Context: an optimization exercise on an open-source flow, tuned for a short achievable clock period and few clock cycles. The choices shown serve that exercise and are no tape-out recipe. Only simulation tests tie the RTL to the original design; equivalence was not proved. Power figures rest on the tool's default switching activity, not on a simulated workload.

`flow/config.mk`:
```
export PLATFORM = sky130hd
export DESIGN_NAME = PROCESSOR
export DESIGN_NICKNAME = PROCESSOR
export VERILOG_FILES = /design/flow/design.v
export SDC_FILE = /design/flow/constraint.sdc
export NUM_CORES = 4
export LEC_CHECK = 0
export ABC_CLOCK_PERIOD_IN_PS = 2500
export CAP_MARGIN = 20
export CORE_MARGIN = 2
export CORE_UTILIZATION = 45
export PLACE_DENSITY = 0.65
export SETUP_SLACK_MARGIN = 3.5
export SLEW_MARGIN = 20
```
`flow/constraint.sdc`:
```
create_clock -name core_clock -period 7.0 [get_ports {clk}]
set_input_delay 1.4000 -clock core_clock [delete_from_list [all_inputs] [get_ports {clk}]]
set_output_delay 1.4000 -clock core_clock [all_outputs]
set_load 0.01 [all_outputs]
```
`flow/design.v`:
```
module KS_ADD #(parameter W = 32) (
    input  wire [W-1:0] a,
    input  wire [W-1:0] b,
    input  wire         cin,
    output wire [W-1:0] s,
    output wire         cout
);
    localparam L = (W <= 2) ? 1 : (W <= 4) ? 2 : (W <= 8) ? 3 : (W <= 16) ? 4 : (W <= 32) ? 5 : 6;
    wire [W-1:0] g [0:L];
    wire [W-1:0] p [0:L];
    assign g[0] = (a & b) | ({{(W-1){1'b0}}, cin} & (a ^ b));
    assign p[0] = a ^ b;
    genvar i, j;
    generate
        for (i = 0; i < L; i = i + 1) begin : lvl
            for (j = 0; j < W; j = j + 1) begin : bit_
                if (j >= (1 << i)) begin : comb
                    assign g[i+1][j] = g[i][j] | (p[i][j] & g[i][j-(1<<i)]);
                    assign p[i+1][j] = p[i][j] & p[i][j-(1<<i)];
                end else begin : pass
                    assign g[i+1][j] = g[i][j];
                    assign p[i+1][j] = p[i][j];
                end
            end
        end
    endgenerate
    assign s    = p[0] ^ {g[L][W-2:0], cin};
    assign cout = g[L][W-1];
endmodule
module CMP_TREE (
    input  wire [30:0] a,
    input  wire [30:0] b,
    output wire        lt,
    output wire        eq
);
    wire [31:0] l0 = {1'b0, ~a & b};
    wire [31:0] e0 = {1'b1, ~(a ^ b)};
    wire [15:0] l1, e1;
    wire [7:0]  l2, e2;
    wire [3:0]  l3, e3;
    wire [1:0]  l4, e4;
    genvar i;
    generate
        for (i = 0; i < 16; i = i + 1) begin : s1
            assign l1[i] = l0[2*i+1] | (e0[2*i+1] & l0[2*i]);
            assign e1[i] = e0[2*i+1] & e0[2*i];
        end
        for (i = 0; i < 8; i = i + 1) begin : s2
            assign l2[i] = l1[2*i+1] | (e1[2*i+1] & l1[2*i]);
            assign e2[i] = e1[2*i+1] & e1[2*i];
        end
        for (i = 0; i < 4; i = i + 1) begin : s3
            assign l3[i] = l2[2*i+1] | (e2[2*i+1] & l2[2*i]);
            assign e3[i] = e2[2*i+1] & e2[2*i];
        end
        for (i = 0; i < 2; i = i + 1) begin : s4
            assign l4[i] = l3[2*i+1] | (e3[2*i+1] & l3[2*i]);
            assign e4[i] = e3[2*i+1] & e3[2*i];
        end
    endgenerate
    assign lt = l4[1] | (e4[1] & l4[0]);
    assign eq = e4[1] & e4[0];
endmodule
module PREDEC (
    input  wire [31:0] w,
    input  wire [31:0] a,
    output wire        ptk,
    output wire [13:0] tgt,
    output wire        call,
    output wire        ret
);
    wire [6:0]  opc  = w[6:0];
    wire        isJ  = (opc == 7'b1101111);
    wire        isB  = (opc == 7'b1100011);
    wire [31:0] immB = {{20{w[31]}}, w[7], w[30:25], w[11:8], 1'b0};
    wire [31:0] immJ = {{12{w[31]}}, w[19:12], w[20], w[30:21], 1'b0};
    wire [13:0] loJ, loB;
    wire        cJ, cB;
    KS_ADD #(14) add_pj (.a(a[15:2]), .b(immJ[15:2]), .cin(1'b0), .s(loJ), .cout(cJ));
    KS_ADD #(14) add_pb (.a(a[15:2]), .b(immB[15:2]), .cin(1'b0), .s(loB), .cout(cB));
    wire        sameJ = cJ ? (&immJ[20:16]) : !(|immJ[20:16]);
    assign ptk  = isJ ? sameJ : (isB && w[31] && cB);
    assign tgt  = isJ ? loJ : loB;
    assign call = isJ && (w[11:7] == 5'd1 || w[11:7] == 5'd5);
    assign ret  = (opc == 7'b1100111) && (w[11:7] == 5'd0) &&
                  (w[19:15] == 5'd1 || w[19:15] == 5'd5);
endmodule
`default_nettype none
module PROCESSOR(
    input wire clk,
    input wire reset,
    input  wire [31:0] entry_addr,
    output wire        dram_wr_req,
    input  wire        dram_wr_fin,
    output wire [31:0] dram_wr_addr,
    output wire [31:0] dram_wr_data,
    output wire        dram_rd_req,
    input  wire        dram_rd_fin,
    output wire [31:0] dram_rd_addr,
    input  wire [31:0] dram_rd_data,
    output reg  [31:0] display_data,
    output reg         display,
    output wire        halted
);
    localparam [31:0] DISPLAY_ADDR = 32'h00010148;
    localparam ICW  = 6;                  
    localparam ICN  = 1 << ICW;
    localparam ICTW = 16 - ICW - 2;       
    localparam DCW  = 5;
    localparam DCN  = 1 << DCW;
    localparam DCTW = 16 - DCW - 2;
    localparam [15:0] PFW = 16'd40;
    localparam SBN  = 4;
    localparam SBW  = 2;
    integer k;
    reg [31:0] pcF;
    reg        vD;
    reg [31:0] irD, pcD, npD;
    reg        seqD;       
    reg        vE;
    reg [31:0] pcE, immE, tgtE, linkE, aE, bE, sdE, chkE;
    reg [4:0]  rdE;
    reg        wrE, ldE, stE, brE, jalE, jalrE, dispE;
    reg        seqOkE;
    reg [31:0] npE;
    reg [7:0]  dloE;       
    reg        dokE;       
    reg [2:0]  f3E;        
    reg [2:0]  bf3E;       
    reg        subE, sraE;
    reg [1:0]  rselE;      
    reg        vM;
    reg [31:0] resM, sdM, ddataM;
    reg [4:0]  rdM;
    reg        wrM, ldM, stM, dhitM, dispM;
    reg        vW;
    reg [31:0] resW;
    reg [4:0]  rdW;
    reg        wrW, dispW;
    reg        halted_r;
    reg        rd_req_r;
    reg [1:0]  rd_kind;       
    reg [31:0] rd_addr_r;
    reg        wr_req_r;
    reg [31:0] wr_addr_r, wr_data_r;
    reg        fill_v;
    reg [31:0] fill_addr, fill_data;
    reg        ld_done;
    reg [31:0] ld_data;
    reg [31:0] FP;            
    reg        q_v, q_dem;    
    reg [31:0] q_addr;
    reg [31:0]    sb_addr [0:SBN-1];
    reg [31:0]    sb_data [0:SBN-1];
    reg [SBW-1:0] sb_head, sb_tail;
    reg [SBN-1:0] sb_vld;
    reg [31:0]     ic_data [0:ICN-1];
    reg [ICTW-1:0] ic_tag  [0:ICN-1];
    reg [14:0]     ic_pt   [0:ICN-1];    
    reg [1:0]      ic_k    [0:ICN-1];    
    reg [ICN-1:0]  ic_v;
    reg [31:0]     ras;
    reg            upd_v, upd_tk;
    reg [15:0]     upd_hi, upd_pchi;
    reg            upd2_v, upd2_pt;
    reg [ICW-1:0]  upd2_idx;
    reg [13:0]     upd2_tgt;
    reg [ICW-1:0]  upd_idx;
    reg [13:0]     upd_tgt;
    reg [ICTW-1:0] upd_tag;
    reg [31:0]     dc_data [0:DCN-1];
    reg [DCTW-1:0] dc_tag  [0:DCN-1];
    reg [DCN-1:0]  dc_v;
    reg [31:0] rf [1:31];
    wire        f_ptk, f_call, f_ret, i_ptk, i_call, i_ret;
    wire [13:0] f_tgt, i_tgt;
    PREDEC pd_fill (.w(fill_data), .a(fill_addr), .ptk(f_ptk), .tgt(f_tgt), .call(f_call), .ret(f_ret));
    PREDEC pd_bus  (.w(dram_rd_data), .a(rd_addr_r), .ptk(i_ptk), .tgt(i_tgt), .call(i_call), .ret(i_ret));
    wire [ICW-1:0] fidx    = pcF[ICW+1:2];
    wire           f_stop  = (pcF == 32'b0);
    wire           f_chit  = ic_v[fidx] && (ic_tag[fidx] == pcF[15:ICW+2]) && (pcF[31:16] == 16'h0001);
    wire           f_byp   = fill_v && (fill_addr[31:2] == pcF[31:2]);
    wire           i_byp   = rd_req_r && (rd_kind == 2'd0) && dram_rd_fin && (rd_addr_r[31:2] == pcF[31:2]);
    wire           f_hit   = f_chit || f_byp || i_byp;
    wire [31:0]    f_inst  = f_chit ? ic_data[fidx] : f_byp ? fill_data : dram_rd_data;
    wire [14:0]    f_pt    = f_chit ? ic_pt[fidx] : f_byp ? {f_ptk, f_tgt} : {i_ptk, i_tgt};
    wire [1:0]     f_k     = f_chit ? ic_k[fidx] : f_byp ? {f_call, f_ret} : {i_call, i_ret};
    wire [31:0]    f_pc4   = {pcF[31:2] + 30'd1, 2'b00};
    wire           f_seq   = !f_k[0] && !f_pt[14];
    wire [31:0]    f_npc   = f_k[0] ? ras : f_pt[14] ? {pcF[31:16], f_pt[13:0], 2'b00} : f_pc4;
    wire           f_miss  = !f_hit && !f_stop;
    wire [4:0] opD  = irD[6:2];
    wire [4:0] rs1D = irD[19:15];
    wire [4:0] rs2D = irD[24:20];
    wire [4:0] rdD  = irD[11:7];
    wire [2:0] f3D  = irD[14:12];
    wire isLUI   = (opD == 5'b01101);
    wire isAUIPC = (opD == 5'b00101);
    wire isJAL   = (opD == 5'b11011);
    wire isJALR  = (opD == 5'b11001);
    wire isBR    = (opD == 5'b11000);
    wire isLD    = (opD == 5'b00000);
    wire isST    = (opD == 5'b01000);
    wire isOPI   = (opD == 5'b00100);
    wire isOP    = (opD == 5'b01100);
    wire [31:0] immI = {{20{irD[31]}}, irD[31:20]};
    wire [31:0] immS = {{20{irD[31]}}, irD[31:25], irD[11:7]};
    wire [31:0] immB = {{20{irD[31]}}, irD[7], irD[30:25], irD[11:8], 1'b0};
    wire [31:0] immU = {irD[31:12], 12'b0};
    wire [31:0] immJ = {{12{irD[31]}}, irD[19:12], irD[20], irD[30:21], 1'b0};
    wire [31:0] immD = isST ? immS :
                       isBR ? immB :
                       (isLUI | isAUIPC) ? immU :
                       isJAL ? immJ : immI;
    wire wrD      = (isLUI | isAUIPC | isJAL | isJALR | isLD | isOPI | isOP) && (rdD != 5'd0);
    wire usesRs1D = isJALR | isBR | isLD | isST | isOPI | isOP;
    wire usesRs2D = isBR | isST | isOP;
    wire [31:0] tgtD, pc4D, chkD;
    KS_ADD #(32) add_tgt (.a(pcD), .b(immD), .cin(1'b0), .s(tgtD), .cout());
    KS_ADD #(32) add_chk (.a(npD), .b(~immD), .cin(1'b1), .s(chkD), .cout());
    assign pc4D = {pcD[31:2] + 30'd1, 2'b00};
    wire [31:0] rf1 = (rs1D == 5'd0) ? 32'b0 : rf[rs1D];
    wire [31:0] rf2 = (rs2D == 5'd0) ? 32'b0 : rf[rs2D];
    wire        ld_now = rd_req_r && (rd_kind == 2'd1) && dram_rd_fin;
    wire [31:0] ldv    = ld_done ? ld_data : dram_rd_data;
    wire [31:0] resMf  = ldM ? (dhitM ? ddataM : ldv) : resM;
    wire [31:0] resE;
    wire fE1 = vE && wrE && (rdE == rs1D);
    wire fE2 = vE && wrE && (rdE == rs2D);
    wire fM1 = vM && wrM && (rdM == rs1D);
    wire fM2 = vM && wrM && (rdM == rs2D);
    wire fW1 = vW && wrW && (rdW == rs1D);
    wire fW2 = vW && wrW && (rdW == rs2D);
    wire [31:0] rv1e = fM1 ? resMf : fW1 ? resW : rf1;
    wire [31:0] rv2e = fM2 ? resMf : fW2 ? resW : rf2;
    wire [31:0] rv1D = fE1 ? resE : rv1e;
    wire [31:0] rv2D = fE2 ? resE : rv2e;
    wire        useImmD = !(isOP | isBR);
    wire ldUse = vE && ldE && wrE &&
                 ((usesRs1D && rdE == rs1D) || (usesRs2D && rdE == rs2D));
    wire [31:0] A  = aE;
    wire [31:0] B2 = bE;
    wire [31:0] sumE, addrE;
    KS_ADD #(32) add_alu (.a(A), .b(subE ? ~B2 : B2), .cin(subE), .s(sumE), .cout());
    KS_ADD #(32) add_adr (.a(A), .b(immE), .cin(1'b0), .s(addrE), .cout());
    wire        lt31, eq31;
    CMP_TREE cmp (.a(A[30:0]), .b(B2[30:0]), .lt(lt31), .eq(eq31));
    wire        msbEq = (A[31] == B2[31]);
    wire        eqE   = eq31 && msbEq;
    wire        ltuE  = (!A[31] && B2[31]) || (msbEq && lt31);
    wire        ltE   = (A[31] && !B2[31]) || (msbEq && lt31);
    wire [31:0] sllE  = A << B2[4:0];
    wire [31:0] srE   = $signed({sraE & A[31], A}) >>> B2[4:0];
    reg  [31:0] aluE;
    always @(*) begin
        case (f3E)
            3'd0: aluE = sumE;
            3'd1: aluE = sllE;
            3'd2: aluE = {31'b0, ltE};
            3'd3: aluE = {31'b0, ltuE};
            3'd4: aluE = A ^ B2;
            3'd5: aluE = srE;
            3'd6: aluE = A | B2;
            default: aluE = A & B2;
        endcase
    end
    assign resE = (rselE == 2'd0) ? aluE :
                  (rselE == 2'd1) ? immE :
                  (rselE == 2'd2) ? tgtE : linkE;
    reg takenE;
    always @(*) begin
        case (bf3E)
            3'd0: takenE = eqE;
            3'd1: takenE = !eqE;
            3'd4: takenE = ltE;
            3'd5: takenE = !ltE;
            3'd6: takenE = ltuE;
            default: takenE = !ltuE;
        endcase
    end
    wire sb_full  = &sb_vld;
    wire sb_empty = ~|sb_vld;
    wire stallM = vM && ((ldM && !dhitM && !ld_done && !ld_now) || (stM && sb_full));
    wire advM   = !stallM;
    wire tgtOkE   = (npE == tgtE);
    wire mispE    = brE   ? (takenE ? !tgtOkE : !seqOkE) :
                    jalE  ? !tgtOkE :
                    jalrE ? (A != chkE) : !seqOkE;
    wire redirect = vE && advM && mispE;
    wire [31:0] redirPC = jalrE ? addrE : ((brE && takenE) || jalE) ? tgtE : linkE;
    wire [DCW-1:0]   didxE  = dloE[DCW+1:2];
    wire [7:0]       dlo    = dloE;
    wire [24:0]      dT     = {16'h0001, dc_tag[didxE]};
    wire [24:0]      dR     = A[31:7] ^ immE[31:7] ^ dT;
    wire [23:0]      dG     = (A[30:7] & immE[30:7]) | ((A[30:7] ^ immE[30:7]) & dR[23:0]);
    wire             dmatch = (dR[0] == dlo[7]) && (dR[24:1] == dG);
    wire [DCW-1:0]   didxM  = resM[DCW+1:2];
    wire             stWr   = vM && stM && advM;
    wire             dhitE  = dc_v[didxE] && dmatch && dokE && !(stWr && didxM == didxE);
    wire [31:0]      ddataE = dc_data[didxE];
    wire advD    = vD && advM && !ldUse;     
    wire acceptD = !vD || advD;              
    wire rd_done  = rd_req_r && dram_rd_fin;
    wire wr_done  = wr_req_r && dram_wr_fin;
    wire bus_free = (!rd_req_r && !wr_req_r) || rd_done || wr_done;
    wire ld_infl  = rd_req_r && (rd_kind == 2'd1);
    wire ld_wait  = vM && ldM && !dhitM && !ld_done && !ld_infl;
    reg  sb_conf;
    always @(*) begin
        sb_conf = wr_req_r && (wr_addr_r[31:2] == resM[31:2]);
        for (k = 0; k < SBN; k = k + 1)
            if (sb_vld[k] && sb_addr[k][31:2] == resM[31:2]) sb_conf = 1'b1;
    end
    wire ld_early = vE && ldE && advM && sb_empty && !(vM && stM);
    wire if_ok    = !f_stop && !halted_r;
    wire sel_ld = ld_wait && !sb_conf;
    wire sel_st = !sel_ld && !sb_empty && (ld_wait || !(q_v && q_dem && if_ok));
    wire sel_le = !sel_ld && !sel_st && ld_early;
    wire sel_if = !sel_ld && !sel_st && !ld_early && q_v && if_ok;
    wire issue_ld = bus_free && sel_ld;
    wire issue_st = bus_free && sel_st;
    wire issue_le = bus_free && sel_le;
    wire issue_if = bus_free && sel_if;
    wire [ICW-1:0] pidx       = FP[ICW+1:2];
    wire           fp_present = ic_v[pidx] && (ic_tag[pidx] == FP[15:ICW+2]) && (FP[31:16] == 16'h0001);
    wire [15:0]    fdiff      = FP[17:2] - pcF[17:2];
    wire           win_ok     = !fdiff[15] && (fdiff < PFW) && if_ok;
    wire           f_dem      = f_miss &&
                                !(q_v && q_addr[31:2] == pcF[31:2]) &&
                                !(rd_req_r && rd_kind == 2'd0 && rd_addr_r[31:2] == pcF[31:2]);
    wire           fp_behind  = fdiff[15] && if_ok;
    wire           q_free     = !q_v || issue_if;
    assign dram_rd_req  = rd_req_r;
    assign dram_rd_addr = rd_addr_r;
    assign dram_wr_req  = wr_req_r;
    assign dram_wr_addr = wr_addr_r;
    assign dram_wr_data = wr_data_r;
    assign halted       = halted_r;
    wire        f_reg  = (fill_addr[31:16] == 16'h0001);
    always @(posedge clk) begin
        if (upd2_v)
            ic_pt[upd2_idx] <= {upd2_pt, upd2_tgt};
        if (fill_v) begin
            ic_k   [fill_addr[ICW+1:2]] <= {f_call, f_ret};
            ic_data[fill_addr[ICW+1:2]] <= fill_data;
            ic_tag [fill_addr[ICW+1:2]] <= fill_addr[15:ICW+2];
            ic_pt  [fill_addr[ICW+1:2]] <= {f_ptk, f_tgt};
        end
    end
    wire dc_we   = vM && advM && (stM || (ldM && !dhitM)) && (resM[31:16] == 16'h0001);
    wire [31:0] dc_wd = stM ? sdM : ldv;
    always @(posedge clk) begin
        if (dc_we) begin
            dc_data[didxM] <= dc_wd;
            dc_tag [didxM] <= resM[15:DCW+2];
        end
    end
    always @(posedge clk) begin
        if (reset) begin
            ic_v <= {ICN{1'b0}};
            dc_v <= {DCN{1'b0}};
        end else begin
            if (fill_v) ic_v[fill_addr[ICW+1:2]] <= f_reg;
            if (dc_we) dc_v[didxM] <= 1'b1;
        end
    end
    always @(posedge clk) begin
        if (stWr) begin
            sb_addr[sb_tail] <= resM;
            sb_data[sb_tail] <= sdM;
        end
    end
    always @(posedge clk) begin
        if (reset) begin
            rf[1] <= 32'b0;
            rf[2] <= 32'h0000ff00;
            rf[8] <= 32'h0000ff00;
        end else if (vW && wrW) begin
            rf[rdW] <= resW;
        end
    end
    always @(posedge clk) begin
        if (reset) begin
            pcF      <= entry_addr;
            vD       <= 1'b0;
            vE       <= 1'b0;
            vM       <= 1'b0;
            vW       <= 1'b0;
            halted_r <= 1'b0;
            upd_v    <= 1'b0;
            upd2_v   <= 1'b0;
            display  <= 1'b0;
            display_data <= 32'b0;
        end else begin
            if (redirect) begin
                pcF <= redirPC;
                vD  <= 1'b0;
            end else if (acceptD) begin
                vD <= f_hit;
                if (f_hit) pcF <= f_npc;
            end
            upd_v   <= redirect;
            upd_idx <= pcE[ICW+1:2];
            upd_tag <= pcE[15:ICW+2];
            upd_tk   <= jalE || jalrE || (brE && takenE);
            upd2_v   <= upd_v && (ic_tag[upd_idx] == upd_tag);
            upd2_idx <= upd_idx;
            upd2_pt  <= upd_tk && (upd_hi == upd_pchi);
            upd2_tgt <= upd_tgt;
            upd_hi   <= redirPC[31:16];
            upd_pchi <= pcE[31:16];
            upd_tgt <= redirPC[15:2];
            if (advM) vE <= advD && !redirect;
            if (advM) vM <= vE;
            vW <= vM && advM;
            if (vW && dispW) begin
                display      <= 1'b1;
                display_data <= rf[10];
            end
            if (f_stop && !vD && !vE && !vM && !vW && sb_empty &&
                !rd_req_r && !wr_req_r)
                halted_r <= 1'b1;
        end
    end
    always @(posedge clk) begin
        if (acceptD) begin
            irD  <= f_inst;
            pcD  <= pcF;
            npD  <= f_npc;
            seqD <= f_seq;
            if (f_hit && f_k[1]) ras <= f_pc4;
        end
        if (advM) begin
            pcE     <= pcD;
            immE    <= immD;
            tgtE    <= tgtD;
            linkE   <= pc4D;
            aE      <= rv1D;
            bE      <= useImmD ? immD : rv2D;
            sdE     <= rv2D;
            chkE    <= chkD;
            seqOkE  <= seqD;
            npE     <= npD;
            dloE    <= {1'b0, rv1e[6:0]} + {1'b0, immD[6:0]};
            dokE    <= !fE1;
            rdE     <= rdD;
            wrE     <= wrD;
            ldE     <= isLD;
            stE     <= isST;
            brE     <= isBR;
            jalE    <= isJAL;
            jalrE   <= isJALR;
            dispE   <= (pcD == DISPLAY_ADDR);
            f3E     <= (isOP | isOPI) ? f3D : 3'd0;
            bf3E    <= f3D;
            subE    <= isOP && f3D == 3'd0 && irD[30];
            sraE    <= (isOP | isOPI) && f3D == 3'd5 && irD[30];
            rselE   <= isLUI ? 2'd1 : isAUIPC ? 2'd2 : (isJAL | isJALR) ? 2'd3 : 2'd0;
        end
        if (advM) begin
            resM   <= (ldE || stE) ? addrE : resE;
            sdM    <= sdE;
            ddataM <= ddataE;
            dhitM  <= dhitE;
            rdM    <= rdE;
            wrM    <= wrE;
            ldM    <= ldE;
            stM    <= stE;
            dispM  <= dispE;
        end
        resW  <= resMf;
        rdW   <= rdM;
        wrW   <= wrM;
        dispW <= dispM;
    end
    always @(posedge clk) begin
        if (reset) begin
            rd_req_r <= 1'b0;
            rd_kind  <= 2'd0;
            wr_req_r <= 1'b0;
            fill_v   <= 1'b0;
            ld_done  <= 1'b0;
            sb_head  <= {SBW{1'b0}};
            sb_tail  <= {SBW{1'b0}};
            sb_vld   <= {SBN{1'b0}};
            FP       <= entry_addr;
            q_v      <= 1'b0;
            q_dem    <= 1'b0;
        end else begin
            if (advM && ld_infl && !rd_done)
                rd_kind   <= 2'd2;
            if (issue_ld || issue_if || issue_le) begin
                rd_req_r  <= 1'b1;
                rd_kind   <= (issue_ld || issue_le) ? 2'd1 : 2'd0;
                rd_addr_r <= issue_le ? addrE : issue_ld ? resM : q_addr;
            end else if (rd_done) begin
                rd_req_r  <= 1'b0;
            end
            if (issue_st) begin
                wr_req_r  <= 1'b1;
                wr_addr_r <= sb_addr[sb_head];
                wr_data_r <= sb_data[sb_head];
            end else if (wr_done) begin
                wr_req_r  <= 1'b0;
            end
            fill_v <= rd_done && rd_kind == 2'd0;
            if (rd_done && rd_kind == 2'd0) begin
                fill_addr <= rd_addr_r;
                fill_data <= dram_rd_data;
            end
            if (advM) begin
                ld_done <= 1'b0;
            end else if (rd_done && rd_kind == 2'd1) begin
                ld_done <= 1'b1;
                ld_data <= dram_rd_data;
            end
            if (stWr)     sb_tail <= sb_tail + 1'b1;
            if (issue_st) sb_head <= sb_head + 1'b1;
            for (k = 0; k < SBN; k = k + 1) begin
                if (issue_st && sb_head == k) sb_vld[k] <= 1'b0;
                if (stWr && sb_tail == k)     sb_vld[k] <= 1'b1;
            end
            if (issue_if) q_v <= 1'b0;
            if (f_dem) begin
                q_v    <= 1'b1;
                q_dem  <= 1'b1;
                q_addr <= pcF;
                FP     <= f_pc4;
            end else if (fp_behind) begin
                FP     <= pcF;
            end else if (win_ok && q_free) begin
                if (!fp_present) begin
                    q_v    <= 1'b1;
                    q_dem  <= 1'b0;
                    q_addr <= FP;
                end
                FP <= {FP[31:2] + 30'd1, 2'b00};
            end
        end
    end
endmodule
```
`flow/run.sh`:
```
#!/bin/bash
# synth_recipe.tcl (not shown) runs the flow's synth.tcl, then flattens the netlist and writes it again
# the make line also repeats each setting of config.mk as NAME=value (left out here)
make -C /OpenROAD-flow-scripts/flow DESIGN_CONFIG=/design/flow/config.mk WORK_HOME=/design/flow/orfs CLKGATE_MAP_FILE= SYNTH_SCRIPT=/design/flow/synth_recipe.tcl finish
```
==> flow_summary.toml, run 1 <==
[global_route]
grt-ovfl-total = 0
grt.total_usage_pct = 30.8
grt_first_pass_wirelength_um = 1580000
grt_max_degree = 126
grt_pass1_vias = 195130
antenna_found_initial = 89

[floorplan]
die_h_um = 856
die_x_um = 856
ios = 200
core_area_sq_um = 723000
start_util_pct = 45.2
num_rows = 312
dieArea_sq_um = 732000

[synth]
seq_area_frac_synth_pct = 65.4
avgSynthCellArea_sq_um = 16.7
synth_nets = 19994
yosysTopAreaCell = "edfxtp_1"
synth_ff_type = "edfxtp_1"
ys_ff_latch = 7212
ys.warnings.count = 3
synthCells = 19589
synth_area_sq_um = 327000
synth.area.top_cells = "edfxtp_1 (64%), mux4_2 (17%), nand2_1 (2.1%)"
synth_edf_count = 6924
synth_top_area_share_pct = 63.7
async_flop_share_pct = 0
synth.distinct_cells = 95

[critical_path]
cp.arrival_ns = 5.86
cp_max_fo = 13
cp_common_cell = "buf_4"
cp_slowest_cell = "edfxtp_1"
crit_type = "reg -> reg"
cp_num_buf_inv = 6
max_stage_delay_ns = 0.96
cp_cell_sequence = "inv_1, or3_1, or4_4, or4b_1, a221oi_4, and3_4, buf_12, buf_12, buf_4, buf_4, buf_4, mux2i_4, a21oi_2, o22ai_2, nor2_1"
cp-start-kind = "flop"
critPathRequiredTime_ns = 7.92
crit_family = "simple AND/OR/NAND/NOR gates"
cp-end-kind = "flop"

[layout]
final_util_pct = 53.6
fill_cells = 56199
layout-drive-gt1-share_pct = 31.8
final_cell_count_no_fill = 31117
syn_to_final_growth_pct = 18.5
layout.nets = 21253

[sta]
rsz0062_at_grt = "true"
fin_setup_tns_ns = 0
timing.fmax_mhz = 202
min_period_ns = 4.94
slew_headroom_pct = 8.47
setup_viol_count_final = 0
tightest_slew_ns = 1.36
report.final.slew_viol_count = 0
hold_viol = 0
fin_skew_ns = 0.0855
finalCritPeriodShare_pct = 70.6

[detailed_routing]
wl_per_cell_um = 37.6
route.detailed.drc = 0
vias = 205915
drt-initial-drc-count = 34808
vias_per_cell = 6.62
drt-total-wl_um = 1170000
ant_nets = 0
drtPass1Iterations = 9

[clocking]
cts_made_buffers = 736
clkSlewWorstSetupHoldPaths_ns = 0.07
cts_tree = "done"
root_buffer = "clkbuf_16"
clk_path_buf_depth = 4
worstSkewPairLatency_ns = 1.21
cts_htree_levels = 6
cts_sinks = 7212

[placement]
io_buffer_count = 199
dp.cells = 28744
gp_congestion = 0.990
hpwlAfterDp_um = 710000

[power]
pwr_density_cell_nw_per_um2 = 274
cellLeakagePower_nw = 131
vdd_ir_drop_max_mv = 0.275

[worst_hold_path]
worstHoldPathType = "reg -> reg"

[status]
status = "timing/DRC/antenna clean"

[flow_run]
maxCapViolations = 0
-- synth_stat cells (126+ instances only) --
master and number:
nand3_1 126, nand2_1 1838, mux2_2 210, clkbuf_1 1039, mux4_2 2536, buf_2 127
ha_1 320, dfxtp_1 288, inv_1 311, a21oi_1 805, xor2_1 211, mux2i_1 423
nand4_1 127, nor2_1 913, edfxtp_1 6924, o21ai_0 1339, buf_1 225, xnor2_1 460
-- repair_timing --
action                                   CTS  global route
hold buffers                               0             0
resized for setup                       1632           625
gates cloned                              71            17
pin swaps                                321           295
setup buffers                            641           214
endpoints found under the setup margin  5254          2175
-- per-layer routing --
layer  wire length (um)  GRT usage, %  part of all wire, %  vias to the layer above
met5                352             0                0.030                        -
met4              79800          16.5                  6.8                       43
met3             159000          8.86                   14                     2888
met2             513000          45.6                   44                    15204
met1             417000          41.5                   36                   106877
li1                   -             -                    -                    80903
-- power breakdown --
part	leakage, nW	total (mW)	switching [mW]	internal [mW]
registers	67.5	49.0	0.969	48.0
logic	52.0	17.5	10.0	7.48
clock network	11.6	39.5	17.3	22.2
total	131	106	28.3	77.7
-- state kept, by name, indices dropped and copies added (netlist names), 288 cells and up, named ones only --
name	cells
ic_data	1920
ic_tag	512
ic_pt	960
dc_data	1024
dc_tag	288
rf	992
-- layout make-up --
type	instances	area (sq um)	area share, %
sequential	7212	214000	55.2
multi-input combinational	10638	114000	29.5
timing repair buffer	1942	21500	5.54
clock buffer	947	19600	5.06
tap	9577	12000	3.10
clock inverter	415	4350	1.12
inverter	318	1540	0.399
antenna	68	170	0.0440
-- per-stage QoR --
step	power, mW	hold slack (ns)	area (sq um)	worst slack (ns)
after global routing	108	0.369	387000	2.09
after global placement	64.1	0.345	344000	0.616
after detailed placement	64.2	0.345	344000	0.591
after floorplan	58.6	0.323	328000	2.61
final	106	0.359	387000	2.06
after CTS	105	0.359	382000	2.20
-- cell usage in the layout, fill, tap and decap left out, types with 120 or more instances in the layout --
cell and count:
a21oi_1 591, a21oi_2 134, buf_12 232, buf_4 1086
buf_6 285, clkbuf_1 182, clkbuf_16 757, clkinv_1 141
clkinv_2 134, dfxtp_1 256, edfxtp_1 6924, ha_1 263
inv_1 217, mux2_2 147, mux2i_1 340, mux4_2 2536
nand2_1 1729, nand4_1 127, nor2_1 750, nor2_4 120
o21ai_0 1134, o21ai_1 122, xnor2_1 426, xor2_1 185
-- path summary, 6_finish.rpt --
check	cells after the start	to	slack (ns)	startpoint
max reg2reg	15	pcF[11]	2.06	pcF[16]
max	15	pcF[11]	2.06	pcF[16]
min reg2reg	0	dispW	0.36	dispM
min	0	dispW	0.36	dispM
-- cell families (layout without fill, tap and decap cells) --
kind of cell / Yosys count / in the layout / synth area share, %
flip-flops: 7212 / 7212 / 65.4
AND/OR/NAND/NOR: 3548 / 3558 / 4.68
multiplexers: 3177 / 3179 / 19.5
AO/OA/AOI/OAI: 2890 / 2893 / 5.08
buffers and inverters: 1754 / 3622 / 2.13
XOR/XNOR: 671 / 671 / 1.80
adder cells (fa/ha/maj): 337 / 337 / 1.33
other: 0 / 68 / 0
Testbench counts, summed over its fixed seeds: cycles 172,005.
==> run 2, diff against run 1 <==
--- a/flow/config.mk
+++ b/flow/config.mk
@@ -10,4 +10,4 @@
 export CORE_MARGIN = 2
-export CORE_UTILIZATION = 45
-export PLACE_DENSITY = 0.65
+export CORE_UTILIZATION = 35
+export PLACE_DENSITY = 0.55
 export SETUP_SLACK_MARGIN = 3.5
==> run 2 against run 1 <==
  * Global-route usage down 5.3 points
  * Largest power group unchanged
  * Power is 1.5% higher
  * Worst setup slack better by 0.17 ns
  * Register-to-register slack better by 0.17 ns
  * Still clean
  * Clock power grew 3%
  * Sequential share of layout area decreased by 0.99 points
  * Die area up 28%
  * Sequential power barely moved
==> flow_summary.toml, run 2 <==
[status]
status = "timing/DRC/antenna clean"

[synth]
ys_ff_latch = 7212
synth.area.top_cells = "edfxtp_1 (64%), mux4_2 (17%), nand2_1 (2.1%)"
synth.distinct_cells = 95
synthCells = 19589
synth_area_sq_um = 327000
yosysMostFrequentCell = "edfxtp_1"
avgSynthCellArea_sq_um = 16.7
synth_ff_type = "edfxtp_1"
seq_area_frac_synth_pct = 65.4
synth_nets = 19994
synth_commonest_cells = "edfxtp_1 (6924), mux4_2 (2536), nand2_1 (1838)"
async_flop_share_pct = 0
ys.warnings.count = 3
synth_top_area_share_pct = 63.7
yosysTopAreaCell = "edfxtp_1"
synth_edf_count = 6924

[placement]
gp_congestion = 0.967
dp.cells = 31472
io_buffer_count = 199
dpl_cell_area_sq_um = 347000
hpwlAfterDp_um = 754000

[critical_path]
cp.arrival_ns = 5.75
max_stage_delay_ns = 0.50
crit_type = "reg -> reg"
cp_max_fo = 6
cp-end-kind = "flop"
cp_cell_sequence = "buf_12, buf_6, mux4_2, a22o_1, a221o_1, or4_1, a221o_2, buf_6, a221oi_4, and3_4, mux2i_4, buf_12, buf_12, buf_12, buf_8, nor2_4, a311oi_2, a221o_1"
cp-start-kind = "flop"
crit_family = "compound AO/OA/AOI/OAI gates"
cp_common_cell = "buf_12"
critPathRequiredTime_ns = 7.98
cp_slowest_cell = "mux4_2"
cp_num_buf_inv = 7

[sta]
setup_viol_count_final = 0
report.final.slew_viol_count = 0
finalCritPeriodShare_pct = 68.1
fin_setup_tns_ns = 0
timing.fmax_mhz = 210
min_period_ns = 4.77
hold_viol = 0
hold-worst-slack_ns = 0.340
slew_headroom_pct = 8.76
rsz0062_at_grt = "true"
fin_skew_ns = 0.105
tightest_slew_ns = 1.33

[power]
intPower_mw = 79.0
seqPwrFrac_pct = 45.5
combPwrFrac_pct = 16.6
vdd_ir_drop_max_mv = 0.226
pwr_density_cell_nw_per_um2 = 273
cellLeakagePower_nw = 133
clkPwrFrac_pct = 37.8
p_sw_mw = 28.7
p_sw_share_pct = 26.7

[global_route]
grt_first_pass_wirelength_um = 1670000
grt-ovfl-total = 0
grt_pass1_vias = 196407
grt_max_degree = 125
grt.total_usage_pct = 25.5
antenna_found_initial = 109

[detailed_routing]
route.detailed.drc = 0
vias = 204477
drt-initial-drc-count = 29903
drtPass1Iterations = 8
ant_nets = 0
vias_per_cell = 6.01
wl_per_cell_um = 36.4
drt-total-wl_um = 1240000

[floorplan]
die_x_um = 970
core_area_sq_um = 930000
ios = 200
dieArea_sq_um = 941000
die_h_um = 970
num_rows = 354
start_util_pct = 35.1

[clocking]
cts_sinks = 7212
clkSlewWorstSetupHoldPaths_ns = 0.07
cts_tree = "done"
worstSkewPairLatency_ns = 1.18
cts_htree_levels = 6
clk_path_buf_depth = 5
root_buffer = "clkbuf_16"
cts_made_buffers = 781
cts_hold_buf = 0

[layout]
final_util_pct = 42.4
final_cell_count_no_fill = 34006
layout.nets = 21492
syn_to_final_growth_pct = 20.7
layout-drive-gt1-share_pct = 32.9
final_common_cell = "edfxtp_1"
final_cell_mix = "edfxtp_1 (6924), mux4_2 (2536), nand2_1 (1720), buf_4 (1145), o21ai_0 (1072)"
finish.instance_area_sq_um = 394000
largest_reg_flops = 1920

[worst_hold_path]
worstHoldPathType = "reg -> reg"

[flow_run]
maxCapViolations = 0
-- run 2: cell counts after synthesis --
Identical to the previous run, type by type.
-- run 2: what timing repair did --
item	4_1_cts	5_1_grt
resized for setup	1963	726
setup buffers	749	243
gates cloned	96	20
pin swaps	395	339
endpoints found under the setup margin	5283	1867
-- run 2: power groups by stage --
stage	registers [mW]	clock network (mW)	logic, mW
global route	49.0	42.7	18.5
floorplan	49.4	0	9.23
finish	49.0	40.7	17.9
global placement	50.3	0	14.2
detailed placement	50.3	0	14.3
CTS	49.0	41.2	16.9
-- run 2: logic make-up (layout without fill, tap and decap cells) --
logic type	Yosys count	count (layout)	synth area share (%)
compound gates	2890	2891	5.08
xor+xnor	671	671	1.80
fa+ha+maj	337	337	1.33
buf+inv	1754	3829	2.13
flops	7212	7212	65.4
mux	3177	3177	19.5
other cells	0	50	0
simple gates	3548	3557	4.68
-- run 2: cell type report --
type | instances | area [sq um]
inverters | 318 | 1540
flip-flops and latches | 7212 | 214000
clock buffers | 977 | 20700
fillers | 81671 | 536000
clock inverters | 393 | 3640
well taps | 12282 | 15400
diodes | 50 | 125
multi-input cells | 10633 | 114000
repair buffers | 2141 | 24500
-- run 2: per-stage QoR --
step	setup slack, ns	power, mW
2_1_floorplan	2.61	58.6
3_3_place_gp	0.907	64.5
3_5_place_dp	0.951	64.6
4_1_cts	2.35	107
5_1_grt	2.19	110
6_report	2.23	108
-- run 2: final timing paths --
check / from / endpoint / slack (ns) / depth (start not counted)
hold / removal: dispM / dispW / 0.34 / 0
setup reg to reg: flop / pcF[29] / 2.23 / 18
setup / recovery: flop / pcF[29] / 2.23 / 18
hold reg to reg: dispM / dispW / 0.34 / 0
-- run 2: worst reg2reg max path, cell delays in order, from the launching register on --
cell	delay [ns]
dfxtp_4	0.39
buf_12	0.15
buf_6	0.12
mux4_2	0.50
a22o_1	0.28
a221o_1	0.28
or4_1	0.41
a221o_2	0.45
buf_6	0.16
a221oi_4	0.26
and3_4	0.32
mux2i_4	0.28
buf_12	0.14
buf_12	0.11
buf_12	0.14
buf_8	0.16
nor2_4	0.04
a311oi_2	0.24
a221o_1	0.14
-- run 2: layer usage --
metal	part of all wire [%]	up-vias	track usage (%)
met5	0.027	-	0
met4	5.6	32	11.4
met3	11	2425	6.22
met2	45	12190	39.2
met1	39	108520	34.4
li1	-	81310	-

## what the ideal ports hide
In the flow no input, the clock included, has a driving cell. The finished layouts below were timed again as built, in two steps. Step 1: set_driving_cell puts a clkbuf_16 on clk and a buf_2 on each other input, an assumption about the parent block. Step 2 adds t to the input delays and takes it off the output delays; t is the mean of the earliest and latest rising clock arrival at the registers after step 1. Input paths then give back, and output paths get back, about the clock's delay inside the block. Three values: ideal, step 1, step 2; two values: the first two.
run | t, ns | slack for setup (ns) | worst slew at a driven data input, ns | cell pins on the clock port's net
run 1 | 1.319 | 2.060 / 2.060 / 1.103 | 0.34 | 1
run 2 | 1.276 | 2.233 / 2.233 / 1.004 | 0.41 | 1
After both steps setup and hold are still met in every run listed. The setup slack of run 2, which loses most, moves by 0.000 ns with the drivers and by -1.229 ns with both steps.
